This is an optimization exercise on Yosys and OpenROAD, whose aim is a short achievable clock period and few clock cycles, not a production implementation. RTL that was checked went through simulation tests only; none was proved equivalent to the original. The RTL of runs 4 to 7 was laid out without a check of its function. Power figures rest on the tool's default switching activity, not on a simulated workload.

==> design.v <==
`timescale 1ns / 1ps
module CacheController(
    rst,
    clk,
    wr,
    rd,
    data_rd,
    data_wr,
    addr_req,
    addr_resp,
    rdy,
    busy,
    wr_mem,
    rd_mem,
    busy_mem,
    data_rd_mem,
    data_wr_mem,
    addr_mem,
    cache_miss_count,
    cache_hit_count
    );
    input  rst;
    input  clk;
    input  wr;
    input  rd;
    output [31:0] data_rd;
    reg    [31:0] data_rd;
    input  [31:0] data_wr;
    input  [31:0] addr_req;
    output [31:0] addr_resp;
    reg    [31:0] addr_resp;
    output rdy;
    reg    rdy;
    output busy;
    reg    busy;
    output  wr_mem;
    output  rd_mem;
    input   busy_mem;
    input  [31:0] data_rd_mem;
    output [31:0] data_wr_mem;
    output [31:0] addr_mem;
    output [31:0] cache_miss_count;
    output [31:0] cache_hit_count;
    reg [15:0]  cache_valid;
    reg [23:0]  cache_tag [15:0];
    wire [23:0] addr_tag   = addr_req[31:8];
    wire [3:0]  addr_index = addr_req[7:4];
    wire req = wr | rd;
    assign rd_mem      = rd;
    assign wr_mem      = wr;
    assign addr_mem    = addr_req;
    assign data_wr_mem = data_wr;
    wire hit = cache_valid[addr_index] && (cache_tag[addr_index] == addr_tag);
    reg [31:0] hit_base, hit_base1, miss_base, miss_base1;
    reg        last_hit, last_miss;
    assign cache_hit_count  = last_hit  ? hit_base1  : hit_base;
    assign cache_miss_count = last_miss ? miss_base1 : miss_base;
    integer i;
    always @(posedge clk or posedge rst) begin
        if (rst) begin
            cache_valid <= 16'h0000;
            rdy         <= 1'b0;
            busy        <= 1'b1;
            last_hit    <= 1'b0;
            last_miss   <= 1'b0;
            hit_base    <= 32'd0;
            hit_base1   <= 32'd1;
            miss_base   <= 32'd0;
            miss_base1  <= 32'd1;
        end else begin
            rdy  <= req;
            busy <= busy_mem;
            if (req) begin
                cache_valid[addr_index] <= 1'b1;
                last_hit  <= hit;
                last_miss <= !hit;
                if (last_hit) begin
                    hit_base  <= hit_base1;
                    hit_base1 <= hit_base1 + 32'd1;
                end
                if (last_miss) begin
                    miss_base  <= miss_base1;
                    miss_base1 <= miss_base1 + 32'd1;
                end
            end
        end
    end
    always @(posedge clk) begin
        if (req)
            cache_tag[addr_index] <= addr_tag;
    end
    always @(posedge clk or posedge rst) begin
        if (rst) begin
            addr_resp <= 32'h00000000;
            data_rd   <= 32'h00000000;
        end else begin
            addr_resp <= addr_req;
            data_rd   <= data_rd_mem;
        end
    end
endmodule
==> run.sh <==
#!/bin/bash
# synth_recipe.tcl (not shown) runs the flow's synth.tcl, then flattens the netlist and writes it again
# the make line also repeats each setting of config.mk as NAME=value (left out here)
make -C /OpenROAD-flow-scripts/flow DESIGN_CONFIG=/design/flow/config.mk WORK_HOME=/design/flow/orfs CLKGATE_MAP_FILE= SYNTH_SCRIPT=/design/flow/synth_recipe.tcl finish
==> config.mk <==
export PLATFORM = sky130hd
export DESIGN_NAME = CacheController
export DESIGN_NICKNAME = CacheController
export VERILOG_FILES = /design/flow/design.v
export SDC_FILE = /design/flow/constraint.sdc
export NUM_CORES = 4
export LEC_CHECK = 0
export CAP_MARGIN = 20
export CORE_MARGIN = 2
export CORE_UTILIZATION = 45
export PLACE_DENSITY = 0.6
export SLEW_MARGIN = 20
==> constraint.sdc <==
create_clock -name core_clock -period 5.5 [get_ports {clk}]
set_input_delay 1.1000 -clock core_clock [delete_from_list [all_inputs] [get_ports {clk}]]
set_output_delay 1.1000 -clock core_clock [all_outputs]
set_load 0.01 [all_outputs]
==> metrics.md, run 1 <==
| Metric | Value |
|---|---|
| Outcome | `complete, no violations` |
| Top cells by area, synth | `edfxtp_1 47%, dfrtp_1 21%, mux2_2 4.8%` |
| Worst endpoint required time | `4400 ps` |
| Chip width | `237 µm` |
| Yosys warning count | `1` |
| Final min period | `4130 ps` |
| Reg2Reg Depth | `10` |
| Skew-Pair Late Insertion Delay | `610 ps` |
| Area growth from synthesis to layout | `20.6%` |
| Crit. End Element | `output pin` |
| Cells after Synth | `1513` |
| RSZ-0062 raised after global routing | `no` |
| Fin. Hold Viols | `0` |
| Area leader, netlist | `edfxtp_1` |
| Worst-case vdd ir drop | `0.220 mV` |
| Via density | `5.47` |
| Setup TNS | `0 ps` |
| Final period utilization | `0.750` |
| Synth async-reset ratio | `0.356` |
| Register share of total power | `0.491` |
| Fin area | `29500 µm²` |
| Ant. Diodes | `0` |
| Clk slew on worst S/H paths | `60 ps` |
| Max_cap viols | `0` |
| Syn Nets | `1621` |
| Critical path's most frequent cell | `clkdlybuf4s50_1` |
| Hold Path Class | `flop to flop` |
| Core ar. | `53800 µm²` |
| Tot GR Track Use | `0.204` |
| Final WL | `56900 µm` |
| CTS resizes | `0` |
| Syn Std Cell Area | `24500 µm²` |
| Finish-stage setup viols | `0` |
| Die Area | `56300 µm²` |
| Fillers | `4301` |
| Area occupied by multi-input gates | `6670 µm²` |
| HPWL Detailed | `35000 µm` |
| Mapped Avg Cell Area | `16.2 µm²` |
| Num rows | `85` |
| FF-to-FF setup slack | `2530 ps` |
| Htree depth | `3` |
| RR Endpoint | `miss_base1[31]` |
| Leak pwr | `11.3 nW` |
| Clock skew | `23.0 ps` |
| DRT Pass-1 Iters | `5` |
| Top-Level Pins | `297` |
| Die height | `237 µm` |
| Slew Limit Fails | `0` |
| Clock root buffer | `clkbuf_16` |
| Hold Path Depth | `1` |
| PwrDens | `348 nW/µm²` |
| Worst Setup Start Kind | `input port` |
| Routed Antenna Nets | `0` |
| Worst path bufs/invs | `2` |
| Placed Area | `27300 µm²` |
| WP depth | `2` |
| Slowest CP cell | `clkdlybuf4s50_1` |
| Final net count | `1859` |
| CP delay by family, top | `buffers and inverters` |
| Clock tree buffer depth | `3` |
| Initial antenna violation count | `1` |
| FF+latch area | `16800 µm²` |
| Max FO, Critical Path | `23` |
| Top cell type's share of synthesized area | `0.471` |
| CTS sink cnt | `596` |
| FMAX | `0.242 GHz` |
| Design Power | `0.0103 W` |
| GPL Wtd Cong | `0.832` |
| First-pass GRT wire length | `86300 µm` |
| Sequential area share after synthesis | `0.688` |
| Commonest non-fill, non-tap cell in the layout | `edfxtp_1` |
| DRC | `0` |
| Clock power frac | `0.428` |
| Initial DRC count | `1077` |
| Wire per inst | `22.7 µm` |
| Gr ovfl total | `0` |
| FF-to-FF Start | `last_miss` |
| Worst Hold End | `cache_valid[14]` |
| Rel. slew slack | `0.318` |
| Worst hold start | `cache_valid[14]` |
| P_sw | `0.00229 W` |
| CTS tree | `built` |
| Comb pwr share | `0.081` |
| Worst slew pin tran | `1020 ps` |
| Commonest cells after routing, fill and taps aside | `384 x edfxtp_1, 229 x clkdlybuf4s50_1, 209 x dfrtp_1` |
| Max incr delay on CP | `1140 ps` |
| Net Sw Frac | `0.223` |
| Yosys reg bits | `596` |
| Vias in the first global route | `13700` |
| Hold-fix buffers, CTS | `0` |
| Top FF cell, synth | `edfxtp_1` |
| Port bufs | `232` |
| Setup CP Type | `input port to output pin` |
| Largest net degree at the start of global routing | `92` |
| Worst Path Arrival | `3030 ps` |
| Initial Util | `0.455` |
| Unique cell type count in the Yosys netlist | `69` |
| TritonCTS Buffers | `67` |
| Number of setup buffers added after CTS | `0` |
| Vias | `13700` |
| Cell-internal power | `0.00798 W` |
| EDFF count, synth | `384` |
| Crit-path cells | `clkdlybuf4s50_1 -> clkdlybuf4s50_1` |
| Share of cells above drive strength 1 | `0.202` |
==> worst max-delay path by stage <==
stage / slack (ps) / start / end
after floorplan: 1230 / addr_req[4] / cache_tag[0][0]
after global placement: 1330 / rd / hit_base1[26]
after detailed placement: 1230 / rd / hit_base1[26]
after CTS: 1370 / addr_req[17] / addr_mem[17]
after global routing: 1260 / addr_req[17] / addr_mem[17]
final: 1370 / addr_req[17] / addr_mem[17]
==> metal layers <==
layer / part of all wire / routed length, µm / global-route usage / vias to the layer above
met1: 0.44 / 25100 / 0.289 / 7055
met5: 0 / 0 / 0 / -
met2: 0.47 / 26800 / 0.319 / 445
li1: - / - / - / 6093
met4: 0.022 / 1260 / 0.0612 / 0
met3: 0.065 / 3690 / 0.0430 / 104
==> state kept, by name (all words and copies together), names as in the netlist <==
| register | flops |
|---|---|
| addr_resp | 32 |
| busy | 1 |
| cache_tag | 384 |
| cache_valid | 16 |
| data_rd | 32 |
| hit_base | 32 |
| hit_base1 | 32 |
| last_hit | 1 |
| last_miss | 1 |
| miss_base | 32 |
| miss_base1 | 32 |
| rdy | 1 |
==> stage by stage <==
stage	utilization	hold WS [ps]	setup slack, ps	std cells
4_1_cts	0.549	462	1370	2501
5_1_grt	0.549	478	1260	2502
6_report	0.549	461	1370	2502
3_3_place_gp	0.508	440	1330	2377
3_5_place_dp	0.508	445	1230	2377
2_1_floorplan	-	423	1230	1513
==> synth_stat cells (3+ instances only) <==
library cell  instances
edfxtp_1            384
dfrtp_1             209
nand2_1             180
mux2_2              104
buf_4                69
mux2i_1              64
xnor2_1              61
mux4_2               51
nor2_1               48
nand3_1              25
xor2_1               25
inv_1                22
clkbuf_1             20
mux4_1               20
nand4_1              17
and3_1               15
a22oi_1              14
buf_6                13
nor3_1               12
o21ai_0              12
o22ai_1              12
a31o_2               11
buf_2                 9
a31oi_1               8
buf_1                 8
ha_1                  7
a21oi_1               6
a221oi_1              6
and2_1                6
a21o_1                4
buf_12                4
nor3b_1               4
a22o_1                3
buf_8                 3
dfstp_2               3
nor2b_1               3
o2111a_1              3
o21bai_1              3
o221ai_1              3
==> cells by family (layout without fill, tap and decap cells) <==
logic type      Yosys count  in the layout  share of synthesized area
xor+xnor                 86             86                     0.0308
simple gates            324            324                     0.0582
mux                     240            240                      0.143
compound gates          109            109                     0.0348
fa+ha+maj                 7              7                    0.00358
buf+inv                 151            444                     0.0424
flops                   596            596                      0.688
==> power groups by stage <==
stage	Clock [W]	Sequential, W	Combinational (W)
CTS	0.00451	0.00504	0.000840
detailed placement	0	0.00513	0.000836
global placement	0	0.00512	0.000831
finish	0.00440	0.00504	0.000831
global route	0.00468	0.00506	0.000899
floorplan	0	0.00512	0.000477
==> layout make-up <==
class	count	area share
tap	696	0.0295
multi-input combinational	766	0.226
clock inverter	31	0.0105
clock buffer	93	0.0635
inverter	24	0.00318
timing repair buffer	296	0.0975
sequential	596	0.570
Testbench counts, summed over its fixed seeds: cycles 16,008.
==> run 2, diff against run 1 <==
--- a/config.mk
+++ b/config.mk
@@ -5,8 +5,10 @@
 export SDC_FILE = /design/flow/constraint.sdc
 export NUM_CORES = 4
 export LEC_CHECK = 0
+export ABC_CLOCK_PERIOD_IN_PS = 2000
 export CAP_MARGIN = 20
 export CORE_MARGIN = 2
 export CORE_UTILIZATION = 45
 export PLACE_DENSITY = 0.6
+export SETUP_SLACK_MARGIN = 3.4
 export SLEW_MARGIN = 20
==> run 2 against run 1 <==
  * Sequential cell count unchanged
  * Critical endpoint is now cache_hit_count[9]
  * Largest cell class unchanged
  * Combinational power rose by 29%
  * Clock power shrank 7.7%
  * Still clean
  * Synthesized area is the same
  * Sequential share of layout area is 5.8 points lower
==> metrics.md, run 2 <==
| Metric | Value |
|---|---|
| Clk slew on worst S/H paths | `60 ps (about the same)` |
| Top cell type's share of synthesized area | `0.471 (unchanged)` |
| Final WL | `69000 µm (+21%)` |
| Unique cell type count in the Yosys netlist | `69 (unchanged)` |
| Post-Route Utilization | `0.611 (+0.0620)` |
| Initial DRC count | `1260 (+17%)` |
| Final cell count without fillers | `2663 (+6.4%)` |
| Routed Antenna Nets | `0 (unchanged)` |
| Hold-fix buffers, CTS | `0 (unchanged)` |
| Clock root buffer | `clkbuf_16` |
| CTS tree | `built` |
| FMAX | `0.332 GHz (+37%)` |
| Setup CP Type | `flop to output pin` |
| Yosys warning count | `1 (unchanged)` |
| Cells after Synth | `1513 (unchanged)` |
| Top FF cell, synth | `edfxtp_1` |
| CTS sink cnt | `596 (unchanged)` |
| Largest net degree at the start of global routing | `116 (+26%)` |
| Top-Level Pins | `297 (unchanged)` |
| Yosys reg bits | `596 (unchanged)` |
| Htree depth | `2 (-1)` |
| Chip width | `237 µm (unchanged)` |
| Fin. Hold Viols | `0 (unchanged)` |
| Top cells by area, synth | `edfxtp_1 47%, dfrtp_1 21%, mux2_2 4.8%` |
| Met1 wire length | `28400 µm (+13%)` |
| Fin area | `32900 µm² (+11%)` |
| Synth async-reset ratio | `0.356 (unchanged)` |
| Clock tree buffer depth | `3 (unchanged)` |
| Sequential area share after synthesis | `0.688 (unchanged)` |
| Final period utilization | `0.548 (-0.203)` |
| Worst Setup Start Kind | `flop` |
| Syn Std Cell Area | `24500 µm² (unchanged)` |
| Hold Path Class | `flop to flop` |
| HPWL Detailed | `35000 µm (about the same)` |
| Worst slew pin tran | `948 ps (-71.8 ps)` |
| Commonest non-fill, non-tap cell in the layout | `edfxtp_1` |
| Critical path's most frequent cell | `buf_6` |
| EDFF count, synth | `384 (unchanged)` |
| Comb pwr share | `0.105 (+0.024)` |
| Uppermost routed layer | `met4` |
| TritonCTS Buffers | `61 (-9.0%)` |
| Crit-path cells | `buf_6 -> buf_12 -> buf_6 -> mux2_4 -> buf_6` |
| Placed Area | `27700 µm² (+1.2%)` |
| Vias in the first global route | `15000 (+9.0%)` |
| Crit. End Element | `output pin` |
| Port bufs | `232 (unchanged)` |
| Number of flip-flops in the largest register | `384 (unchanged)` |
| Max incr delay on CP | `440 ps (-700 ps)` |
| Via density | `5.58 (+2.0%)` |
| Place WS | `1300 ps (+71.2 ps)` |
| Share of cells above drive strength 1 | `0.411 (+0.209)` |
| Cell-internal power | `0.00780 W (-2.2%)` |
| Worst-case vdd ir drop | `0.244 mV (+11%)` |
| Routed wl met3 | `5540 µm (+50%)` |
| Dpl cells | `2361 (-0.67%)` |
| Mapped Avg Cell Area | `16.2 µm² (unchanged)` |
| Syn Nets | `1621 (unchanged)` |
| Final net count | `2023 (+8.8%)` |
| Slowest CP cell | `dfrtp_2` |
| Register share of total power | `0.496 (+0.005)` |
| Post-synth top cells | `384 x edfxtp_1, 209 x dfrtp_1, 180 x nand2_1, 104 x mux2_2, 69 x buf_4` |
| Largest Register | `cache_tag` |
| Rel. slew slack | `0.368 (+0.0499)` |
| Commonest cells after routing, fill and taps aside | `384 x edfxtp_1, 207 x dfrtp_1, 159 x nand2_1` |
| DRC | `0 (unchanged)` |
| Die height | `237 µm (unchanged)` |
| Core ar. | `53800 µm² (unchanged)` |
| Slew Limit Fails | `0 (unchanged)` |
| Routed wl met2 | `33000 µm (+23%)` |
| Setup TNS | `0 ps (unchanged)` |
| Worst endpoint required time | `4400 ps (about the same)` |
| Ant. Diodes | `0 (unchanged)` |
| GPL Wtd Cong | `0.789 (-5.2%)` |
| Net Sw Frac | `0.233 (+0.00985)` |
| FF-to-FF Start | `cache_tag[7][8]` |
| Die Area | `56300 µm² (unchanged)` |
| Worst Path Arrival | `1910 ps (-1120 ps)` |
| Clock power frac | `0.399 (-0.029)` |
| Worst hold start | `cache_valid[10]` |
| Max FO, Critical Path | `8 (-65%)` |
| Max_cap viols | `0 (unchanged)` |
| Skew-Pair Late Insertion Delay | `630 ps (+20 ps)` |
| Area leader, netlist | `edfxtp_1` |
| Clock skew | `29.7 ps (+6.68 ps)` |
| Vias | `14900 (+8.6%)` |
| Final worst-path setup slack | `2490 ps (+1110 ps)` |
| Most common cell in the netlist | `edfxtp_1` |
| Initial Util | `0.455 (unchanged)` |
| Worst Setup SP | `last_hit` |
| Leak pwr | `13.2 nW (+16%)` |
| Finish-stage setup viols | `0 (unchanged)` |
| Wire per inst | `25.9 µm (+14%)` |
| Outcome | `complete, no violations` |
| Num rows | `85 (unchanged)` |
| Final min period | `3010 ps (-1110 ps)` |
| RSZ-0062 raised after global routing | `yes` |
| DRT Pass-1 Iters | `5 (unchanged)` |
| PwrDens | `309 nW/µm² (-11%)` |
| Gr ovfl total | `0 (unchanged)` |
| Tot GR Track Use | `0.240 (+0.0361)` |
| Initial antenna violation count | `0 (-1)` |
| First-pass GRT wire length | `99100 µm (+15%)` |
| Area growth from synthesis to layout | `34.2%` |
| P_sw | `0.00237 W (+3.4%)` |
run 2: cell counts after synthesis:
No cell type changed its count.
run 2: timing repair:
| action | 4_1_cts | 5_1_grt |
|---|---|---|
| gates cloned | 35 | 10 |
| endpoints found under the hold margin | 0 | 0 |
| gates resized for setup | 1119 | 109 |
| setup buffers | 102 | 40 |
| setup endpoints to repair | 751 | 417 |
| pin swaps | 41 | 34 |
run 2: path summary, 6_finish.rpt:
check | to | slack (ps) | cells past startpoint
min reg2reg | cache_valid[10] | 470 | 1
max | cache_hit_count[9] | 2490 | 5
min in group asynchronous | miss_base[18] | 970 | 2
min | cache_valid[10] | 470 | 1
max reg2reg | last_miss | 3140 | 6
max in group asynchronous | addr_resp[9] | 3590 | 3
run 2: power groups by stage:
stage / clock (W) / combinational, W / sequential (W)
3_5_place_dp: 0 / 0.000854 / 0.00513
4_1_cts: 0.00413 / 0.000998 / 0.00504
2_1_floorplan: 0 / 0.000535 / 0.00512
5_1_grt: 0.00432 / 0.00114 / 0.00506
3_3_place_gp: 0 / 0.000843 / 0.00513
6_report: 0.00406 / 0.00107 / 0.00504
run 2: layer usage:
layer	vias up	global-route usage
li1	6466	-
met1	7617	0.328
met2	644	0.388
met3	142	0.0504
met4	0	0.0743
met5	-	0
run 2: worst max-delay path, delay by kind of cell (launching register included):
| kind | cells | cell delay [ps] |
|---|---|---|
| DFF | 1 | 440 |
| buffers and inverters | 4 | 520 |
| muxes | 1 | 310 |
run 2: cells by family after synthesis:
family,Yosys count,share of synthesized area
buffers and inverters,151,0.0424
muxes,240,0.143
DFF,596,0.688
xor gates and xnor gates,86,0.0308
AOI/OAI and AO/OA,109,0.0348
and+or+nand+nor,324,0.0582
adders and majority gates,7,0.00358
run 2: final cells by class:
class / instances / area, µm²
clock buffers: 77 / 1620
clock inverters: 38 / 333
fillers: 4012 / 20900
inverters: 24 / 128
multi-input cells: 773 / 7610
flip-flops and latches: 596 / 16800
well taps: 696 / 871
repair buffers: 458 / 5460
repair inverters: 1 / 5.00
run 2: stage by stage:
step	hold slack [ps]	total power (W)
after floorplan	423	0.00566
after global placement	437	0.00597
after global routing	486	0.0105
after CTS	463	0.0102
after detailed placement	446	0.00599
final	469	0.0102
==> run 3, diff against run 2 <==
--- a/config.mk
+++ b/config.mk
@@ -5,10 +5,10 @@
 export SDC_FILE = /design/flow/constraint.sdc
 export NUM_CORES = 4
 export LEC_CHECK = 0
-export ABC_CLOCK_PERIOD_IN_PS = 2000
+export ABC_CLOCK_PERIOD_IN_PS = 2500
 export CAP_MARGIN = 20
 export CORE_MARGIN = 2
 export CORE_UTILIZATION = 45
 export PLACE_DENSITY = 0.6
-export SETUP_SLACK_MARGIN = 3.4
+export SETUP_SLACK_MARGIN = 3.0
 export SLEW_MARGIN = 20
==> run 3 against run 2 <==
  * Cell count fell by 2.1%
  * Still clean
  * Critical path type unchanged
  * Fmax fell by 1.1%
  * Sequential cell count did not move
  * Non-clock buffer count fell by 57
  * Largest power group unchanged
==> metrics.md, run 3 <==
| Metric | Value |
|---|---|
| RSZ-0062 raised after global routing | `yes` |
| Number of flip-flops in the largest register | `384 (unchanged)` |
| Slew Limit Fails | `0 (unchanged)` |
| Top FF cell, synth | `edfxtp_1` |
| Routed Antenna Nets | `0 (unchanged)` |
| Critical path's most frequent cell | `buf_6` |
| PwrDens | `323 nW/µm² (+4.3%)` |
| Wire per inst | `25.3 µm (-2.4%)` |
| TritonCTS Buffers | `61 (unchanged)` |
| Leak pwr | `12.7 nW (-3.4%)` |
| DRT Pass-1 Iters | `7 (+2)` |
| Finish-stage setup viols | `0 (unchanged)` |
| Simple-Gate Fraction of Synth Area | `0.0582 (unchanged)` |
| Final WL | `66000 µm (-4.4%)` |
| Yosys reg bits | `596 (unchanged)` |
| Proportion of synthesized area in mux cells | `0.143 (unchanged)` |
| Max FO, Critical Path | `8 (unchanged)` |
| Initial DRC count | `1296 (+2.9%)` |
| Gr ovfl total | `0 (unchanged)` |
| EDFF count, synth | `384 (unchanged)` |
| Xor and xnor area share after synthesis | `0.0308 (unchanged)` |
| Initial Util | `0.455 (unchanged)` |
| Final period utilization | `0.554 (+0.00601)` |
| Share of cells above drive strength 1 | `0.351 (-0.0602)` |
| Fin. Hold Viols | `0 (unchanged)` |
| Yosys warning count | `1 (unchanged)` |
| DRC | `0 (unchanged)` |
| Core ar. | `53800 µm² (unchanged)` |
| Worst Setup Start Kind | `flop` |
| Slowest CP cell | `dfrtp_2` |
| Worst-case vdd ir drop | `0.232 mV (-4.9%)` |
| Commonest cells after routing, fill and taps aside | `384 x edfxtp_1, 207 x dfrtp_1, 170 x nand2_1` |
| Hold Path Class | `flop to flop` |
| Num rows | `85 (unchanged)` |
| Die height | `237 µm (unchanged)` |
| Largest net degree at the start of global routing | `68 (-41%)` |
| Final net count | `1967 (-2.8%)` |
| Skew-Pair Late Insertion Delay | `630 ps (about the same)` |
| Clock root buffer | `clkbuf_16` |
| Mapped Avg Cell Area | `16.2 µm² (unchanged)` |
| GPL Wtd Cong | `0.818 (+3.7%)` |
| Area leader, netlist | `edfxtp_1` |
| Post-synth top cells | `384 x edfxtp_1, 209 x dfrtp_1, 180 x nand2_1, 104 x mux2_2, 69 x buf_4` |
| Final min period | `3040 ps (+33.0 ps)` |
| Largest family of logic cells by synthesized area | `multiplexers` |
| Commonest non-fill, non-tap cell in the layout | `edfxtp_1` |
| Sequential area share after synthesis | `0.688 (unchanged)` |
| Most common cell in the netlist | `edfxtp_1` |
| Syn Nets | `1621 (unchanged)` |
| Top cell type's share of synthesized area | `0.471 (unchanged)` |
| CTS sink cnt | `596 (unchanged)` |
| Unique cell type count in the Yosys netlist | `69 (unchanged)` |
| Vias in the first global route | `14600 (-2.4%)` |
| Setup TNS | `0 ps (unchanged)` |
| Area growth from synthesis to layout | `30.0%` |
| FMAX | `0.328 GHz (-1.1%)` |
| Synth async-reset ratio | `0.356 (unchanged)` |
| Clk slew on worst S/H paths | `60 ps (about the same)` |
| Syn Std Cell Area | `24500 µm² (unchanged)` |
| Largest Register | `cache_tag` |
| Top-Level Pins | `297 (unchanged)` |
| Via density | `5.55 (-0.54%)` |
| Setup CP Type | `flop to output pin` |
| Outcome | `complete, no violations` |
| Max_cap viols | `0 (unchanged)` |
| Post-Route Utilization | `0.592 (-0.0194)` |
| Rel. slew slack | `0.395 (+0.0268)` |
| Port bufs | `232 (unchanged)` |
| Cells after Synth | `1513 (unchanged)` |
| Clock tree buffer depth | `3 (unchanged)` |
| CTS tree | `built` |
| Worst endpoint required time | `4400 ps (about the same)` |
| Crit-path cells | `buf_6 -> buf_12 -> buf_16 -> mux2_4 -> buf_6` |
| HPWL Detailed | `34800 µm (-0.64%)` |
| Compound-Gate Fraction of Synth Area | `0.0348 (unchanged)` |
| Initial antenna violation count | `0 (unchanged)` |
| Vias | `14500 (-2.6%)` |
| Post-synthesis adder-cell area fraction | `0.00358 (unchanged)` |
| Worst slew pin tran | `908 ps (-40.0 ps)` |
| Tot GR Track Use | `0.235 (-0.00456)` |
| Worst Path Arrival | `1940 ps (+30 ps)` |
| Chip width | `237 µm (unchanged)` |
| Fillers | `4124 (+2.8%)` |
| Die Area | `56300 µm² (unchanged)` |
| Max incr delay on CP | `470 ps (+30 ps)` |
| Htree depth | `2 (unchanged)` |
| First-pass GRT wire length | `97400 µm (-1.8%)` |
| Clock skew | `16.6 ps (-13.1 ps)` |
| Top cells by area, synth | `edfxtp_1 47%, dfrtp_1 21%, mux2_2 4.8%` |
| Crit. End Element | `output pin` |
## run 3: logic make-up (layout without fill, tap and decap cells)
group | after synthesis | after routing
compound gates | 109 | 109
xor+xnor | 86 | 86
mux | 240 | 240
fa+ha+maj | 7 | 7
flops | 596 | 596
simple gates | 324 | 333
buf+inv | 151 | 540
other cells | 0 | 1
## run 3: metrics by stage
step                      hold WS, ps  instances  setup slack (ps)  total power, W  area [µm²]
after global placement            444       2366              1050         0.00596       27500
after global routing              478       2607              2410          0.0106       31800
after CTS                         469       2591              2440          0.0104       31300
final                             466       2608              2460          0.0103       31800
after floorplan                   423       1513              1650         0.00563       24900
after detailed placement          454       2366              1150         0.00598       27500
## run 3: area by class of cell
type,instances,area (µm²),area share
Clock buffer,82,1680,0.0526
Inverter,24,120,0.00377
Sequential cell,596,16800,0.529
Clock inverter,33,385,0.0121
Multi-Input combinational cell,775,7400,0.232
Tap cell,696,871,0.0274
Antenna cell,1,2.50,0.0000786
Timing Repair Buffer,401,4540,0.142
## run 3: what timing repair did
action,CTS,global route
setup buffers,76,14
pin swaps,29,15
resized for setup,833,92
setup endpoints to repair,634,151
cloned,34,2
hold buffers,0,0
## run 3: report_power, final
part           internal (W)  total [W]  switching, W
logic              0.000469   0.000989      0.000520
registers           0.00496    0.00504     0.0000838
clock network       0.00251    0.00424       0.00173
total               0.00794     0.0103       0.00234
## run 3: critical path, delay by kind of cell (launching register included)
kind	cells	cell delay (ps)
multiplexers	1	300
flip-flops	1	470
buffers and inverters	4	540
## run 3: routing by layer
metal  part of all wire  vias to the layer above  GRT usage
met5                  0                        -          0
met4              0.029                        0     0.0656
met3              0.072                      122     0.0538
met2               0.48                      592      0.381
met1               0.42                     7419      0.322
li1                   -                     6350          -
## run 3: path summary, 6_finish.rpt
path,from,to,cells past startpoint,slack [ps]
min in group asynchronous,rst,addr_resp[2],2,890
max in group asynchronous,rst,addr_resp[18],3,3360
worst max-delay path,last_miss,cache_miss_count[6],5,2460
worst min-delay path,cache_valid[6],cache_valid[6],1,470
worst min register to register,cache_valid[6],cache_valid[6],1,470
worst max register to register,last_miss,miss_base1[28],11,3000
==> run 4, diff against run 3 <==
--- a/design.v
+++ b/design.v
@@ -50,12 +50,17 @@
     assign wr_mem      = wr;
     assign addr_mem    = addr_req;
     assign data_wr_mem = data_wr;
-    wire hit = cache_valid[addr_index] && (cache_tag[addr_index] == addr_tag);
+    reg [15:0] line_hit;
+    integer i;
+    always @(*) begin
+        for (i = 0; i < 16; i = i + 1)
+            line_hit[i] = cache_valid[i] && (cache_tag[i] == addr_tag);
+    end
+    wire hit = line_hit[addr_index];
     reg [31:0] hit_base, hit_base1, miss_base, miss_base1;
     reg        last_hit, last_miss;
     assign cache_hit_count  = last_hit  ? hit_base1  : hit_base;
     assign cache_miss_count = last_miss ? miss_base1 : miss_base;
-    integer i;
     always @(posedge clk or posedge rst) begin
         if (rst) begin
             cache_valid <= 16'h0000;
@@ -68,21 +73,16 @@
             miss_base   <= 32'd0;
             miss_base1  <= 32'd1;
         end else begin
-            rdy  <= req;
-            busy <= busy_mem;
-            if (req) begin
+            rdy        <= req;
+            busy       <= busy_mem;
+            last_hit   <= req && hit;
+            last_miss  <= req && !hit;
+            hit_base   <= cache_hit_count;
+            hit_base1  <= cache_hit_count + 32'd1;
+            miss_base  <= cache_miss_count;
+            miss_base1 <= cache_miss_count + 32'd1;
+            if (req)
                 cache_valid[addr_index] <= 1'b1;
-                last_hit  <= hit;
-                last_miss <= !hit;
-                if (last_hit) begin
-                    hit_base  <= hit_base1;
-                    hit_base1 <= hit_base1 + 32'd1;
-                end
-                if (last_miss) begin
-                    miss_base  <= miss_base1;
-                    miss_base1 <= miss_base1 + 32'd1;
-                end
-            end
         end
     end
     always @(posedge clk) begin
==> config.mk (replaced) <==
export PLATFORM = sky130hd
export DESIGN_NAME = CacheController
export DESIGN_NICKNAME = CacheController
export VERILOG_FILES = /design/flow/design.v
export SDC_FILE = /design/flow/constraint.sdc
export NUM_CORES = 4
export LEC_CHECK = 0
export ABC_CLOCK_PERIOD_IN_PS = 1500
export CAP_MARGIN = 20
export CORE_MARGIN = 2
export CORE_UTILIZATION = 55
export PLACE_DENSITY = 0.7
export SETUP_SLACK_MARGIN = 3.3
export SLEW_MARGIN = 20
==> run 4 against run 3 <==
  * Non-clock buffer count is 238 higher
  * Die area decreased by 18%
  * Final area increased by 9.8%
  * Synthesized area fell by 0.46%
  * Global-route usage grew 6.8 points
  * Clock skew hardly changed
  * Critical path type unchanged
  * Largest cell class unchanged
==> metrics.md, run 4 <==
| Metric | Value |
|---|---|
| Largest Register | `cache_tag` |
| Sequential area share after synthesis | `0.691 (+0.00321)` |
| Chip width | `215 µm (-9.6%)` |
| Commonest non-fill, non-tap cell in the layout | `edfxtp_1` |
| Final period utilization | `0.563 (+0.00965)` |
| Initial Util | `0.554 (+0.0986)` |
| PwrDens | `311 nW/µm² (-3.7%)` |
| Outcome | `complete, no violations` |
| Top FF cell, synth | `edfxtp_1` |
| Yosys warning count | `1 (unchanged)` |
| Skew-Pair Late Insertion Delay | `620 ps (about the same)` |
| Top cell type's share of synthesized area | `0.473 (+0.00220)` |
| TritonCTS Buffers | `60 (-1.6%)` |
| Crit-path cells | `buf_8 -> buf_12 -> nor2b_2 -> a21o_1 -> buf_6` |
| Final cell count without fillers | `2828 (+8.4%)` |
| Largest net degree at the start of global routing | `113 (+66%)` |
| Area leader, netlist | `edfxtp_1` |
| FMAX | `0.323 GHz (-1.7%)` |
| GPL Wtd Cong | `0.849 (+3.9%)` |
| DRT Pass-1 Iters | `5 (-2)` |
| Top-Level Pins | `297 (unchanged)` |
| Die Area | `46000 µm² (-18%)` |
| Fin area | `35000 µm² (+9.8%)` |
| Commonest cells after routing, fill and taps aside | `384 x edfxtp_1, 271 x xor2_1, 264 x buf_4` |
| Worst endpoint required time | `4400 ps (about the same)` |
| Clock skew | `16.6 ps (+0.0872 ps)` |
| Vias in the first global route | `15900 (+8.5%)` |
| Hold-fix buffers, CTS | `0 (unchanged)` |
| Worst path bufs/invs | `3 (-1)` |
| CTS sink cnt | `596 (unchanged)` |
| Mapped Avg Cell Area | `15.2 µm² (-6.0%)` |
| Num rows | `77 (-9.4%)` |
| Initial DRC count | `1553 (+20%)` |
| HPWL Detailed | `34600 µm (-0.46%)` |
| Area occupied by multi-input gates | `8400 µm² (+14%)` |
| Yosys reg bits | `596 (unchanged)` |
| Post-synth top cells | `384 x edfxtp_1, 279 x xor2_1, 209 x dfrtp_1, 164 x xnor2_1, 67 x buf_4` |
| Via density | `5.76 (+3.7%)` |
| First-pass GRT wire length | `102000 µm (+5.1%)` |
| Number of flip-flops in the largest register | `384 (unchanged)` |
| Dpl cells | `2343 (-0.97%)` |
| Top cells by area, synth | `edfxtp_1 47%, dfrtp_1 21%, xor2_1 10%` |
| Rel. slew slack | `0.427 (+0.0319)` |
| Setup TNS | `0 ps (unchanged)` |
| Placed Area | `27400 µm² (-0.22%)` |
| Slew Limit Fails | `0 (unchanged)` |
| CTS tree | `built` |
| Final net count | `2294 (+17%)` |
| RSZ-0062 raised after global routing | `yes` |
| Final min period | `3100 ps (+53.1 ps)` |
| Port bufs | `232 (unchanged)` |
| Max incr delay on CP | `560 ps (+90 ps)` |
| Max_cap viols | `0 (unchanged)` |
| Hold Path Class | `flop to flop` |
| Most common cell in the netlist | `edfxtp_1` |
| Gr ovfl total | `0 (unchanged)` |
| Htree depth | `2 (unchanged)` |
| Worst Setup Start Kind | `flop` |
| Share of cells above drive strength 1 | `0.434 (+0.0839)` |
| Initial antenna violation count | `1 (+1)` |
| Clk slew on worst S/H paths | `60 ps (about the same)` |
| Post-Route Utilization | `0.794 (+0.202)` |
| Worst Path Arrival | `2000 ps (+60 ps)` |
| Clock tree buffer depth | `3 (unchanged)` |
| CP delay by family, top | `flip-flops` |
| Setup CP Type | `flop to output pin` |
| Cells after Synth | `1602 (+5.9%)` |
| Syn Nets | `1710 (+5.5%)` |
| Fillers | `2250 (-45%)` |
| Synth async-reset ratio | `0.356 (unchanged)` |
| Final WL | `79100 µm (+20%)` |
| Finish-stage setup viols | `0 (unchanged)` |
| Routed Antenna Nets | `0 (unchanged)` |
| FF+latch area | `16800 µm² (about the same)` |
| Syn Std Cell Area | `24400 µm² (-0.46%)` |
| Leak pwr | `14.3 nW (+12%)` |
| Tot GR Track Use | `0.303 (+0.0677)` |
| Max FO, Critical Path | `6 (-2)` |
| Area growth from synthesis to layout | `43.4%` |
| DRC | `0 (unchanged)` |
| Core ar. | `44000 µm² (-18%)` |
| Crit. End Element | `output pin` |
| Vias | `16300 (+12%)` |
| Slowest CP cell | `dfrtp_4` |
| Unique cell type count in the Yosys netlist | `59 (-14%)` |
| Worst slew pin tran | `855 ps (-52.6 ps)` |
| Fin. Hold Viols | `0 (unchanged)` |
| Die height | `215 µm (-9.6%)` |
| Worst-case vdd ir drop | `0.304 mV (+31%)` |
| Clock root buffer | `clkbuf_16` |
| EDFF count, synth | `384 (unchanged)` |
| Wire per inst | `28.0 µm (+10%)` |
run 4: cell types whose count changed after synthesis, sizes merged, moves of 62 or more:
cell,previous run,this run
xor2,25,279
nand2,180,37
xnor2,61,164
mux2,105,34
mux4,71,0
nor4,1,63
run 4: layout make-up:
cell class,count,share of cell area
clock inverters,18,0.00333
clock buffers,93,0.0497
well taps,592,0.0212
diodes,1,0.0000716
repair inverters,1,0.000143
multi-input cells,854,0.240
flip-flops and latches,596,0.482
inverters,34,0.00440
repair buffers,639,0.199
run 4: path summary, 6_finish.rpt:
kind,from,end,slack (ps),cells past startpoint
max in group asynchronous,rst,data_rd[9],3430,3
min in group asynchronous,rst,cache_valid[6],1070,2
max,last_hit,cache_hit_count[15],2400,5
min,cache_valid[6],cache_valid[6],470,1
min reg2reg,cache_valid[6],cache_valid[6],470,1
max reg2reg,last_miss,miss_base1[29],2500,11
run 4: where the power goes:
part,internal [W],switching [W]
Clock,0.00221,0.00173
Combinational,0.000922,0.000855
Sequential,0.00501,0.000147
run 4: cell families (layout without fill, tap and decap cells):
logic type	after synthesis	in the layout	synth area share
and+or+nand+nor	281	291	0.0646
AOI/OAI and AO/OA	53	53	0.0179
buffers and inverters	162	785	0.0375
muxes	60	60	0.0265
DFF	596	596	0.691
other	0	1	0
adders and majority gates	7	7	0.00359
xor gates and xnor gates	443	443	0.159
run 4: what timing repair did:
| item | CTS | global route |
|---|---|---|
| setup endpoints to repair | 657 | 565 |
| buffers inserted | 228 | 111 |
| gates resized for setup | 1132 | 207 |
| pin swaps | 72 | 88 |
| cloned | 25 | 9 |
run 4: through the flow:
stage                     power, W  setup slack, ps  hold WS [ps]
after detailed placement   0.00622             1530           434
after global routing        0.0112             2390           489
after CTS                   0.0105             2460           467
after floorplan            0.00586             1650           407
after global placement     0.00619             1570           421
final                       0.0109             2400           474
run 4: metal layers:
layer / up-vias / routed length [µm] / global-route usage
li1: 6832 / - / -
met1: 8443 / 30500 / 0.396
met2: 796 / 39400 / 0.510
met3: 218 / 5280 / 0.0535
met4: 0 / 3870 / 0.117
met5: - / 0 / 0
==> run 5, diff against run 4 <==
==> config.mk (replaced) <==
export PLATFORM = sky130hd
export DESIGN_NAME = CacheController
export DESIGN_NICKNAME = CacheController
export VERILOG_FILES = /design/flow/design.v
export SDC_FILE = /design/flow/constraint.sdc
export NUM_CORES = 4
export LEC_CHECK = 0
export ABC_CLOCK_PERIOD_IN_PS = 2000
export CAP_MARGIN = 20
export CORE_MARGIN = 2
export CORE_UTILIZATION = 45
export PLACE_DENSITY = 0.6
export SETUP_SLACK_MARGIN = 3.1
export SLEW_MARGIN = 20
==> run 5 against run 4 <==
  * Via count decreased by 8.3%
  * Die area grew 22%
  * Worst setup slack gained 60 ps
  * Critical path type unchanged
  * Still clean
  * Largest cell class unchanged
==> metrics.md, run 5 <==
| Metric | Value |
|---|---|
| Gr ovfl total | `0 (unchanged)` |
| Wire per inst | `24.9 µm (-11%)` |
| Fin. Hold Viols | `0 (unchanged)` |
| Setup CP Type | `flop to output pin` |
| Hold Path Class | `flop to flop` |
| Yosys reg bits | `596 (unchanged)` |
| Max_cap viols | `0 (unchanged)` |
| Num rows | `85 (+10%)` |
| Port bufs | `232 (unchanged)` |
| Area growth from synthesis to layout | `42.4%` |
| EDFF count, synth | `384 (unchanged)` |
| HPWL Detailed | `35800 µm (+3.5%)` |
| Met3 usage | `0.0485 (-0.00498)` |
| Post-synthesis adder-cell area fraction | `0.00359 (unchanged)` |
| Die height | `237 µm (+10%)` |
| Initial DRC count | `1266 (-18%)` |
| Top cells by area, synth | `edfxtp_1 47%, dfrtp_1 21%, xor2_1 10%` |
| Worst slew pin tran | `851 ps (-4.32 ps)` |
| Worst Setup Start Kind | `flop` |
| Mapped Avg Cell Area | `15.2 µm² (unchanged)` |
| Sequential area share after synthesis | `0.691 (unchanged)` |
| Met1 global-route usage | `0.337 (-0.0587)` |
| FF-to-FF Start | `last_miss` |
| Area leader, netlist | `edfxtp_1` |
| Most common cell in the netlist | `edfxtp_1` |
| Core ar. | `53700 µm² (+22%)` |
| Post-synth top cells | `384 x edfxtp_1, 279 x xor2_1, 209 x dfrtp_1, 164 x xnor2_1, 67 x buf_4` |
| Outcome | `complete, no violations` |
| Number of flip-flops in the largest register | `384 (unchanged)` |
| Crit-path cells | `buf_12 -> buf_4 -> mux2i_4 -> inv_2 -> buf_2` |
| Simple-Gate Fraction of Synth Area | `0.0646 (unchanged)` |
| TritonCTS Buffers | `67 (+12%)` |
| Syn Std Cell Area | `24400 µm² (unchanged)` |
| Chip width | `237 µm (+10%)` |
| Crit. End Element | `output pin` |
| Fin area | `34700 µm² (-0.67%)` |
| Final net count | `2235 (-2.6%)` |
| Skew-Pair Late Insertion Delay | `590 ps (-30 ps)` |
| DRC | `0 (unchanged)` |
| Finish-stage setup viols | `0 (unchanged)` |
| Xor and xnor area share after synthesis | `0.159 (unchanged)` |
| Vias in the first global route | `14900 (-6.3%)` |
| Leak pwr | `14.0 nW (-2.2%)` |
| Final period utilization | `0.552 (-0.0109)` |
| RSZ-0062 raised after global routing | `yes` |
| CP delay by family, top | `flip-flops` |
| Worst-case vdd ir drop | `0.215 mV (-29%)` |
| Slowest CP cell | `dfrtp_4` |
| Share of cells above drive strength 1 | `0.375 (-0.0595)` |
| Tot GR Track Use | `0.252 (-0.0509)` |
| Clock skew | `17.1 ps (+0.467 ps)` |
| Commonest non-fill, non-tap cell in the layout | `edfxtp_1` |
| Placed Area | `27500 µm² (+0.22%)` |
| Worst Path Arrival | `1940 ps (-60 ps)` |
| Met2 Track Usage GR | `0.408 (-0.102)` |
| PwrDens | `320 nW/µm² (+3.0%)` |
| Worst endpoint required time | `4400 ps (about the same)` |
| Yosys warning count | `1 (unchanged)` |
| DRT Pass-1 Iters | `5 (unchanged)` |
| Via density | `5.20 (-9.8%)` |
| Die Area | `56100 µm² (+22%)` |
| Rel. slew slack | `0.433 (+0.00601)` |
| Ant. Diodes | `0 (-1)` |
| Initial Util | `0.454 (-0.0998)` |
| Final WL | `71600 µm (-9.4%)` |
| Synth async-reset ratio | `0.356 (unchanged)` |
| First-pass GRT wire length | `102000 µm (-0.51%)` |
| Unique cell type count in the Yosys netlist | `59 (unchanged)` |
| GPL Wtd Cong | `0.817 (-3.8%)` |
| Most Crowded Layer GR | `met2` |
| Clk slew on worst S/H paths | `60 ps (about the same)` |
| Htree depth | `3 (+1)` |
| CTS tree | `built` |
| CTS sink cnt | `596 (unchanged)` |
| Cells after Synth | `1602 (unchanged)` |
| Clock root buffer | `clkbuf_16` |
| Initial antenna violation count | `0 (-1)` |
| Worst hold start | `cache_valid[6]` |
| Top cell type's share of synthesized area | `0.473 (unchanged)` |
| Routed Antenna Nets | `0 (unchanged)` |
| Fillers | `3746 (+66%)` |
| Worst Setup SP | `last_hit` |
| Final min period | `3040 ps (-60.2 ps)` |
| Max FO, Critical Path | `8 (+2)` |
| Worst path bufs/invs | `4 (+1)` |
| Top-Level Pins | `297 (unchanged)` |
| Largest Register | `cache_tag` |
| Slew Limit Fails | `0 (unchanged)` |
| Post-Route Utilization | `0.646 (-0.147)` |
| Vias | `14900 (-8.3%)` |
| Largest net degree at the start of global routing | `132 (+17%)` |
| Largest family of logic cells by synthesized area | `XOR/XNOR gates` |
| Compound-Gate Fraction of Synth Area | `0.0179 (unchanged)` |
| Commonest cells after routing, fill and taps aside | `384 x edfxtp_1, 276 x xor2_1, 229 x buf_4` |
| Proportion of synthesized area in mux cells | `0.0265 (unchanged)` |
| FMAX | `0.329 GHz (+2.0%)` |
| Hold-fix buffers, CTS | `0 (unchanged)` |
| Syn Nets | `1710 (unchanged)` |
| Setup TNS | `0 ps (unchanged)` |
| Top FF cell, synth | `edfxtp_1` |
| Clock tree buffer depth | `3 (unchanged)` |
| Max incr delay on CP | `560 ps (about the same)` |
-- run 5: cell type report --
type | instances | area, µm² | area share
Sequential cell | 596 | 16800 | 0.485
Timing Repair Buffer | 580 | 6600 | 0.190
Tap cell | 696 | 871 | 0.0251
Clock inverter | 30 | 206 | 0.00595
Multi-Input combinational cell | 848 | 8130 | 0.234
Clock buffer | 91 | 1910 | 0.0551
Inverter | 34 | 154 | 0.00443
-- run 5: cell families after synthesis --
kind of cell / after synthesis
flops: 596
buf+inv: 162
simple gates: 281
mux: 60
xor+xnor: 443
compound gates: 53
fa+ha+maj: 7
-- run 5: where the power goes --
group	switching, W	internal, W
registers	0.000125	0.00501
clock network	0.00177	0.00257
logic	0.000784	0.000855
-- run 5: stage by stage --
stage          instances  worst slack (ps)  hold slack, ps  power [W]
3_5_place_dp        2451              1380             429    0.00623
6_report            2875              2460             461     0.0111
2_1_floorplan       1602              1650             407    0.00583
3_3_place_gp        2450              1410             414    0.00621
4_1_cts             2805              2420             463     0.0110
5_1_grt             2875              2410             486     0.0115
-- run 5: final timing paths --
path	slack, ps	endpoint	cells past startpoint
worst max-delay path	2460	cache_hit_count[14]	5
worst min-delay path	460	cache_valid[6]	1
worst max register to register	2550	miss_base1[14]	20
worst min register to register	460	cache_valid[6]	1
max in group asynchronous	3380	addr_resp[27]	3
min in group asynchronous	930	data_rd[17]	2
-- run 5: routing by layer --
metal | vias up | share of wire
met5 | - | 0
met3 | 127 | 0.054
met4 | 0 | 0.037
met2 | 461 | 0.48
met1 | 7648 | 0.42
li1 | 6702 | -
-- run 5: timing repair --
| item | CTS | global route |
|---|---|---|
| pin swaps | 43 | 60 |
| endpoints found under the setup margin | 610 | 160 |
| buffers inserted | 211 | 69 |
| gates resized for setup | 939 | 149 |
| gates cloned | 22 | 1 |
==> run 6, diff against run 5 <==
--- a/design.v
+++ b/design.v
@@ -57,32 +57,30 @@
             line_hit[i] = cache_valid[i] && (cache_tag[i] == addr_tag);
     end
     wire hit = line_hit[addr_index];
-    reg [31:0] hit_base, hit_base1, miss_base, miss_base1;
-    reg        last_hit, last_miss;
-    assign cache_hit_count  = last_hit  ? hit_base1  : hit_base;
-    assign cache_miss_count = last_miss ? miss_base1 : miss_base;
+    reg [31:0] cache_hit_count, cache_miss_count;
+    reg [31:0] hit_count1, miss_count1;
     always @(posedge clk or posedge rst) begin
         if (rst) begin
-            cache_valid <= 16'h0000;
-            rdy         <= 1'b0;
-            busy        <= 1'b1;
-            last_hit    <= 1'b0;
-            last_miss   <= 1'b0;
-            hit_base    <= 32'd0;
-            hit_base1   <= 32'd1;
-            miss_base   <= 32'd0;
-            miss_base1  <= 32'd1;
+            cache_valid      <= 16'h0000;
+            rdy              <= 1'b0;
+            busy             <= 1'b1;
+            cache_hit_count  <= 32'd0;
+            hit_count1       <= 32'd1;
+            cache_miss_count <= 32'd0;
+            miss_count1      <= 32'd1;
         end else begin
-            rdy        <= req;
-            busy       <= busy_mem;
-            last_hit   <= req && hit;
-            last_miss  <= req && !hit;
-            hit_base   <= cache_hit_count;
-            hit_base1  <= cache_hit_count + 32'd1;
-            miss_base  <= cache_miss_count;
-            miss_base1 <= cache_miss_count + 32'd1;
-            if (req)
+            rdy  <= req;
+            busy <= busy_mem;
+            if (req) begin
                 cache_valid[addr_index] <= 1'b1;
+                if (hit) begin
+                    cache_hit_count <= hit_count1;
+                    hit_count1      <= hit_count1 + 32'd1;
+                end else begin
+                    cache_miss_count <= miss_count1;
+                    miss_count1      <= miss_count1 + 32'd1;
+                end
+            end
         end
     end
     always @(posedge clk) begin
==> run 6 against run 5 <==
  * Still clean on timing, DRC and antenna
  * Clock skew decreased by 1.1 ps
  * Via count down 3.0%
  * Wire length down 5.4%
  * Clock-buffer cell count up 7
  * Synthesized cell count grew 0.31%
  * Clock power fell by 0.9%
  * Final area shrank 5.4%
  * Worst setup slack lost 89 ps
  * Sequential cell count is 2 lower
  * Highest routed layer unchanged
==> metrics.md, run 6 <==
| Metric | Value |
|---|---|
| Gr ovfl total | `0 (unchanged)` |
| Die Area | `56800 µm² (+1.4%)` |
| Mapped Avg Cell Area | `15.4 µm² (+1.1%)` |
| Num rows | `85 (unchanged)` |
| Top cell type's share of synthesized area | `0.466 (-0.00675)` |
| Commonest non-fill, non-tap cell in the layout | `edfxtp_1` |
| CTS tree | `built` |
| Cell-internal power | `0.00829 W (-1.7%)` |
| Most common cell in the netlist | `edfxtp_1` |
| Clock power frac | `0.394 (+0.003)` |
| Fin. Hold Viols | `0 (unchanged)` |
| Slew Limit Fails | `0 (unchanged)` |
| First-pass GRT wire length | `98800 µm (-3.0%)` |
| P_sw | `0.00264 W (-1.5%)` |
| Clock tree buffer depth | `3 (unchanged)` |
| Clock root buffer | `clkbuf_16` |
| CTS sink cnt | `594 (-0.34%)` |
| Rel. slew slack | `0.397 (-0.0358)` |
| Setup CP Type | `input port to flop` |
| Net Sw Frac | `0.241 (+0.000305)` |
| Syn Nets | `1715 (+0.29%)` |
| Dpl cells | `2457 (+0.24%)` |
| Final min period | `3130 ps (+89.1 ps)` |
| Area growth from synthesis to layout | `32.9%` |
| Outcome | `complete, no violations` |
| Cells after Synth | `1607 (+0.31%)` |
| Worst Path Arrival | `3610 ps (+1670 ps)` |
| Syn Std Cell Area | `24700 µm² (+1.4%)` |
| EDFF count, synth | `384 (unchanged)` |
| Final net count | `2056 (-8.0%)` |
| Largest net degree at the start of global routing | `123 (-6.8%)` |
| Top cells by area, synth | `edfxtp_1 47%, dfrtp_1 21%, xnor2_1 11%` |
| Max FO, Critical Path | `8 (unchanged)` |
| Vias in the first global route | `14500 (-2.3%)` |
| Worst-case vdd ir drop | `0.221 mV (+3.0%)` |
| Wire per inst | `25.1 µm (+0.86%)` |
| Area leader, netlist | `edfxtp_1` |
| Finish-stage setup viols | `0 (unchanged)` |
| Compound-Gate Fraction of Synth Area | `0.00966 (-0.00820)` |
| Ant. Diodes | `0 (unchanged)` |
| Simple-Gate Fraction of Synth Area | `0.0746 (+0.0100)` |
| Sequential area share after synthesis | `0.679 (-0.0119)` |
| Top FF cell, synth | `edfxtp_1` |
| Commonest cells after routing, fill and taps aside | `384 x edfxtp_1, 297 x xnor2_1, 207 x dfrtp_1` |
| Comb pwr share | `0.132 (-0.016)` |
| Leak pwr | `12.6 nW (-9.8%)` |
| Crit. End Element | `flop` |
| Skew-Pair Late Insertion Delay | `600 ps (about the same)` |
| Hold Path Class | `flop to flop` |
| Initial DRC count | `1244 (-1.7%)` |
| DRC | `0 (unchanged)` |
| Vias | `14500 (-3.0%)` |
| Yosys warning count | `1 (unchanged)` |
| Number of flip-flops in the largest register | `384 (unchanged)` |
| Proportion of synthesized area in mux cells | `0.0338 (+0.00731)` |
| Clock skew | `16.0 ps (-1.07 ps)` |
| Share of cells above drive strength 1 | `0.278 (-0.0971)` |
| Worst slew pin tran | `899 ps (+48.8 ps)` |
| Largest family of logic cells by synthesized area | `XOR/XNOR gates` |
| Register share of total power | `0.475 (+0.013)` |
| Tot GR Track Use | `0.241 (-0.0112)` |
| Final cell count without fillers | `2697 (-6.2%)` |
| TritonCTS Buffers | `67 (unchanged)` |
| HPWL Detailed | `36900 µm (+3.1%)` |
| Chip width | `238 µm (+0.71%)` |
| DRT Pass-1 Iters | `5 (unchanged)` |
| Clk slew on worst S/H paths | `60 ps (about the same)` |
| GPL Wtd Cong | `0.817 (about the same)` |
| Xor and xnor area share after synthesis | `0.159 (-0.000500)` |
| RSZ-0062 raised after global routing | `yes` |
| Worst Setup Start Kind | `input port` |
| Yosys reg bits | `594 (-0.34%)` |
| Largest Register | `cache_tag` |
| Setup TNS | `0 ps (unchanged)` |
| Fillers | `4092 (+9.2%)` |
| Unique cell type count in the Yosys netlist | `47 (-20%)` |
| Port bufs | `232 (unchanged)` |
| Htree depth | `3 (unchanged)` |
| Final WL | `67800 µm (-5.4%)` |
| Top-Level Pins | `297 (unchanged)` |
| Initial Util | `0.458 (+0.00385)` |
| Via density | `5.37 (+3.4%)` |
| Initial antenna violation count | `2 (+2)` |
| Routed Antenna Nets | `0 (unchanged)` |
| Die height | `238 µm (+0.71%)` |
| Final period utilization | `0.568 (+0.0162)` |
| FMAX | `0.320 GHz (-2.9%)` |
| Synth async-reset ratio | `0.354 (-0.00217)` |
| Core ar. | `54000 µm² (+0.59%)` |
| Post-synthesis adder-cell area fraction | `0.00354 (-0.0000513)` |
| Worst endpoint required time | `5980 ps (+1580 ps)` |
| Post-synth top cells | `384 x edfxtp_1, 321 x xnor2_1, 207 x dfrtp_1, 127 x xor2_1, 89 x buf_4` |
| PwrDens | `333 nW/µm² (+3.9%)` |
| Max_cap viols | `0 (unchanged)` |
[run 6: cell count changes after synthesis, moves of 27 or more]
cell and change:
xnor2_1 +157, inv_1 -27, xor2_1 -152, and3_1 +27, nand4_1 +43, mux2_4 +28, nor4_1 -29
[run 6: cells by family after synthesis]
family                   Yosys count
AO/OA/AOI/OAI                     30
buffers and inverters            147
flip-flops                       594
XOR/XNOR                         448
AND/OR/NAND/NOR                  316
adder cells (fa/ha/maj)            7
multiplexers                      65
[run 6: area by class of cell]
| class | count | area [µm²] | share of cell area |
|---|---|---|---|
| tap | 696 | 871 | 0.0265 |
| multi-input combinational | 871 | 8040 | 0.245 |
| sequential | 594 | 16800 | 0.511 |
| clock buffer | 98 | 1970 | 0.0600 |
| clock inverter | 24 | 139 | 0.00423 |
| inverter | 8 | 42.5 | 0.00129 |
| timing repair inverter | 1 | 5.00 | 0.000152 |
| timing repair buffer | 405 | 5000 | 0.152 |
[run 6: path summary, 6_finish.rpt]
kind | start | end | slack (ps) | cells past startpoint
max | addr_req[30] | cache_hit_count[19] | 2370 | 12
min | cache_valid[14] | cache_valid[14] | 450 | 1
max reg2reg | cache_tag[2][22] | cache_hit_count[19] | 2690 | 10
min reg2reg | cache_valid[14] | cache_valid[14] | 450 | 1
max in group asynchronous | rst | cache_miss_count[7] | 3430 | 3
min in group asynchronous | rst | data_rd[2] | 1000 | 2
[run 6: through the flow]
stage / hold slack [ps] / worst slack, ps / power, W / instance area, µm² / util
6_report: 452 / 2370 / 0.0109 / 32900 / 0.608
5_1_grt: 482 / 2310 / 0.0113 / 32900 / 0.608
4_1_cts: 451 / 2470 / 0.0110 / 32400 / 0.600
3_5_place_dp: 439 / 735 / 0.00645 / 28000 / 0.519
3_3_place_gp: 432 / 818 / 0.00642 / 28000 / 0.519
2_1_floorplan: 420 / 1670 / 0.00601 / 25800 / -
[run 6: repair_timing]
item / 4_1_cts / 5_1_grt
cloned: 24 / 5
setup buffers: 76 / 13
pin swaps: 22 / 29
hold buffers: 0 / 0
gates resized for setup: 622 / 68
setup endpoints to repair: 692 / 231
[run 6: layer usage]
metal	track usage	vias to the layer above	wire length, µm
met4	0.0741	0	1900
met5	0	-	0
met2	0.395	499	33200
met3	0.0450	122	4130
met1	0.327	7474	28500
li1	-	6391	-
[run 6: critical path, stage by stage]
cell	delay [ps]
buf_16	120
buf_12	130
xor2_2	140
nor4_2	340
and4_1	260
nand4_1	200
a41oi_2	260
nand4_4	230
buf_6	190
nand2b_4	160
buf_12	160
mux2_4	290
[run 6: power groups by stage]
stage | Combinational, W | Sequential (W) | Clock, W
after global routing | 0.00153 | 0.00521 | 0.00456
after global placement | 0.00116 | 0.00527 | 0
final | 0.00144 | 0.00519 | 0.00430
after CTS | 0.00140 | 0.00518 | 0.00439
after detailed placement | 0.00117 | 0.00527 | 0
after floorplan | 0.000735 | 0.00527 | 0
==> run 7, diff against run 6 <==
--- a/config.mk
+++ b/config.mk
@@ -5,10 +5,10 @@
 export SDC_FILE = /design/flow/constraint.sdc
 export NUM_CORES = 4
 export LEC_CHECK = 0
-export ABC_CLOCK_PERIOD_IN_PS = 2000
+export ABC_CLOCK_PERIOD_IN_PS = 1500
 export CAP_MARGIN = 20
 export CORE_MARGIN = 2
 export CORE_UTILIZATION = 45
 export PLACE_DENSITY = 0.6
-export SETUP_SLACK_MARGIN = 3.1
+export SETUP_SLACK_MARGIN = 3.4
 export SLEW_MARGIN = 20
==> run 7 against run 6 <==
  * Wire length increased by 8.2%
  * Global-route usage grew 1.3 points
  * Clock skew fell by 2.2 ps
  * Via count increased by 6.5%
  * Synthesized area is the same
  * Sequential power about the same
  * First-iteration DRC count increased by 5.2%
  * Largest power group unchanged
  * Combinational power grew 22%
  * Synthesized cell count did not move
  * Clock-buffer cell count decreased by 10
  * Clock power fell by 1%
  * Largest cell class unchanged
==> metrics.md, run 7 <==
| Metric | Value |
|---|---|
| Syn Std Cell Area | `24700 µm² (unchanged)` |
| Final period utilization | `0.558 (-0.0107)` |
| Finish-stage setup viols | `0 (unchanged)` |
| Clock skew | `13.8 ps (-2.23 ps)` |
| Worst Path Arrival | `3570 ps (-40 ps)` |
| Top cell type's share of synthesized area | `0.466 (unchanged)` |
| Post-synth top cells | `384 x edfxtp_1, 321 x xnor2_1, 207 x dfrtp_1, 127 x xor2_1, 89 x buf_4` |
| DRC | `0 (unchanged)` |
| Area growth from synthesis to layout | `41.5%` |
| Die height | `238 µm (unchanged)` |
| CTS tree | `built` |
| Hold Path Depth | `1 (unchanged)` |
| EDFF count, synth | `384 (unchanged)` |
| Synth async-reset ratio | `0.354 (unchanged)` |
| Commonest non-fill, non-tap cell in the layout | `edfxtp_1` |
| Worst endpoint required time | `6000 ps (+20 ps)` |
| Worst Setup Start Kind | `input port` |
| Share of cells above drive strength 1 | `0.423 (+0.145)` |
| FF-to-FF Start | `cache_tag[13][19]` |
| Clk slew on worst S/H paths | `60 ps (about the same)` |
| Htree depth | `2 (-1)` |
| Setup CP Type | `input port to flop` |
| Area leader, netlist | `edfxtp_1` |
| Crit-path cells | `buf_16 -> bufbuf_16 -> xnor2_1 -> nand4_1 -> nor4_2 -> a221oi_2 -> o21ai_2 -> nand4_4 -> buf_12 -> buf_12 -> nand2b_4 -> mux2_4` |
| Final net count | `2219 (+7.9%)` |
| Yosys warning count | `1 (unchanged)` |
| TritonCTS Buffers | `61 (-9.0%)` |
| Hold Path Class | `flop to flop` |
| Clock power frac | `0.380 (-0.014)` |
| Reg2Reg Depth | `10 (unchanged)` |
| Setup TNS | `0 ps (unchanged)` |
| HPWL Detailed | `36700 µm (-0.73%)` |
| Top-Level Pins | `297 (unchanged)` |
| Final WL | `73300 µm (+8.2%)` |
| Initial DRC count | `1309 (+5.2%)` |
| Critical path's most frequent cell | `buf_12` |
| Yosys reg bits | `594 (unchanged)` |
| FMAX | `0.326 GHz (+1.9%)` |
| Crit. End Element | `flop` |
| Register share of total power | `0.464 (-0.011)` |
| Largest net degree at the start of global routing | `68 (-45%)` |
| RSZ-0062 raised after global routing | `yes` |
| Net Sw Frac | `0.243 (+0.00178)` |
| RR Endpoint | `cache_hit_count[14]` |
| Comb pwr share | `0.156 (+0.024)` |
| Top cells by area, synth | `edfxtp_1 47%, dfrtp_1 21%, xnor2_1 11%` |
| WHS | `468 ps (+16.5 ps)` |
| Routed Antenna Nets | `0 (unchanged)` |
| Max_cap viols | `0 (unchanged)` |
| Tot GR Track Use | `0.254 (+0.0133)` |
| Core ar. | `54000 µm² (unchanged)` |
| Slowest CP cell | `mux2_4` |
| DRT Pass-1 Iters | `5 (unchanged)` |
| Syn Nets | `1715 (unchanged)` |
| Top FF cell, synth | `edfxtp_1` |
| Initial antenna violation count | `1 (-1)` |
| Initial Util | `0.458 (unchanged)` |
| Vias | `15400 (+6.5%)` |
| Mapped Avg Cell Area | `15.4 µm² (unchanged)` |
| Cell-internal power | `0.00847 W (+2.2%)` |
| Leak pwr | `13.9 nW (+11%)` |
| FF-to-FF setup slack | `2740 ps (+50 ps)` |
| Max incr delay on CP | `330 ps (about the same)` |
| Clock tree buffer depth | `3 (unchanged)` |
| Rel. slew slack | `0.347 (-0.0505)` |
| Largest Register | `cache_tag` |
| First-pass GRT wire length | `105000 µm (+6.6%)` |
| Commonest cells after routing, fill and taps aside | `384 x edfxtp_1, 270 x xnor2_1, 210 x buf_4` |
| P_sw | `0.00272 W (+3.2%)` |
| Skew-Pair Late Insertion Delay | `620 ps (+20 ps)` |
| Gr ovfl total | `0 (unchanged)` |
| Via density | `5.40 (+0.49%)` |
| Max FO, Critical Path | `8 (unchanged)` |
| Worst-case vdd ir drop | `0.284 mV (+28%)` |
| Outcome | `complete, no violations` |
| Unique cell type count in the Yosys netlist | `47 (unchanged)` |
| Sequential area share after synthesis | `0.679 (unchanged)` |
| Most common cell in the netlist | `edfxtp_1` |
| Slew Limit Fails | `0 (unchanged)` |
| Fillers | `3927 (-4.0%)` |
| CTS sink cnt | `594 (unchanged)` |
| Port bufs | `232 (unchanged)` |
| Worst slew pin tran | `975 ps (+75.4 ps)` |
| Chip width | `238 µm (unchanged)` |
| Vias in the first global route | `15400 (+6.0%)` |
| Worst path bufs/invs | `4 (unchanged)` |
| Die Area | `56800 µm² (unchanged)` |
| Worst Hold End | `cache_valid[14]` |
| Fin. Hold Viols | `0 (unchanged)` |
| Num rows | `85 (unchanged)` |
| PwrDens | `320 nW/µm² (-3.9%)` |
| Number of flip-flops in the largest register | `384 (unchanged)` |
| Wire per inst | `25.6 µm (+2.1%)` |
| Clock root buffer | `clkbuf_16` |
| CP delay by family, top | `simple AND/OR/NAND/NOR gates` |
| Final min period | `3070 ps (-58.7 ps)` |
| Cells after Synth | `1607 (unchanged)` |
| Worst hold start | `cache_valid[14]` |
| Hold-fix buffers, CTS | `0 (unchanged)` |
| GPL Wtd Cong | `0.784 (-4.0%)` |
## run 7: cell counts after synthesis
No cell type changed its count.
## run 7: per-layer routing
metal / vias to the layer above / GRT usage / share of wire
li1: 6740 / - / -
met1: 8049 / 0.347 / 0.42
met2: 541 / 0.427 / 0.50
met3: 101 / 0.0361 / 0.055
met4: 0 / 0.0701 / 0.024
met5: - / 0 / 0
## run 7: cell type report
class                      instances  area, µm²  area share
tap                              696        871      0.0249
multi-input combinational        874       8560       0.245
timing repair buffer             571       6660       0.190
clock inverter                    26        262     0.00747
timing repair inverter             1       5.00    0.000143
antenna                            1       2.50   0.0000715
sequential                       594      16800       0.480
clock buffer                      88       1800      0.0515
inverter                           8       47.5     0.00136
## run 7: power groups by stage
stage | clock network, W | registers, W | logic (W)
2_1_floorplan | 0 | 0.00527 | 0.000750
3_3_place_gp | 0 | 0.00527 | 0.00117
3_5_place_dp | 0 | 0.00527 | 0.00118
4_1_cts | 0.00431 | 0.00518 | 0.00163
5_1_grt | 0.00448 | 0.00521 | 0.00184
6_report | 0.00425 | 0.00519 | 0.00175
## run 7: timing repair
| action | CTS | global route |
|---|---|---|
| setup endpoints to repair | 858 | 490 |
| pin swaps | 79 | 35 |
| setup buffers | 183 | 54 |
| gates resized for setup | 1057 | 99 |
| gates cloned | 44 | 5 |
## run 7: worst register-to-register path, stage by stage, from the launching register on
cell,delay (ps)
edfxtp_1,390
xnor2_1,180
nand4_1,170
or4_4,530
o22ai_4,140
o22a_1,230
nand4_4,150
buf_12,180
buf_12,120
nand2b_4,230
mux2_4,340
## run 7: kinds of logic (layout without fill, tap and decap cells)
group / Yosys count / in the layout / synth area share
flops: 594 / 594 / 0.679
xor+xnor: 448 / 448 / 0.159
simple gates: 316 / 324 / 0.0746
buf+inv: 147 / 694 / 0.0408
mux: 65 / 65 / 0.0338
compound gates: 30 / 30 / 0.00966
fa+ha+maj: 7 / 7 / 0.00354
other cells: 0 / 1 / 0
## run 7: metrics by stage
stage                     power, W  area (µm²)  instances  utilization  setup slack [ps]
after detailed placement   0.00645       28200       2458        0.522               737
after floorplan            0.00602       26000       1607            -              1670
after global placement     0.00643       28200       2458        0.522               770
after global routing        0.0115       35000       2858        0.648              2350
after CTS                   0.0111       34000       2799        0.628              2510
final                       0.0112       35000       2859        0.648              2430
## run 7: worst max-delay path by stage
stage                       from             endpoint  slack, ps  depth (start not counted)
floorplan                    rst         addr_resp[0]       1670                          1
global placement     addr_req[4]      miss_count1[31]        770                         11
detailed placement   addr_req[4]      miss_count1[31]        740                         11
CTS                 addr_req[26]  cache_hit_count[14]       2510                         12
global route        addr_req[20]       hit_count1[11]       2350                         15
finish              addr_req[19]  cache_hit_count[14]       2430                         12

==> static timing again, ports no longer ideal <==
How much do the figures lean on ideal ports? The routed layouts below were timed once more, with nothing changed but the port constraints. Step 1 assumes that a clkbuf_16 drives the clock port and a buf_2 every other input. Step 2 times the ports against the registers' clock, not the clock port: input delays grow and output delays shrink by t, the midpoint of the rising clock arrivals with the driver on. Slacks: ideal ports / drivers / drivers and shift; pairs: ideal ports / drivers.
| run | t (ns) | setup slack, ns | hold WS [ns] | worst setup path at the end | worst data-port slew with drivers (ns) |
|---|---|---|---|---|---|
| run 1 | 0.651 | 1.374 / 1.352 / 1.237 | 0.461 / 0.461 / 0.461 | input to register | 0.10 |
| run 2 | 0.682 | 2.489 / 2.415 / 1.732 | 0.469 / 0.469 / 0.469 | input to register | 0.49 |
| run 3 | 0.691 | 2.456 / 2.390 / 1.699 | 0.466 / 0.466 / 0.466 | input to register | 0.52 |
| run 4 | 0.675 | 2.403 / 2.342 / 2.307 | 0.474 / 0.474 / 0.474 | input to register | 0.20 |
| run 5 | 0.642 | 2.463 / 2.404 / 2.350 | 0.461 / 0.461 / 0.461 | input to register | 0.21 |
| run 6 | 0.651 | 2.374 / 2.324 / 1.673 | 0.452 / 0.452 / 0.452 | input to register | 0.25 |
| run 7 | 0.679 | 2.432 / 2.378 / 1.699 | 0.468 / 0.468 / 0.468 | input to register | 0.22 |
After both steps every run listed still meets setup and hold.
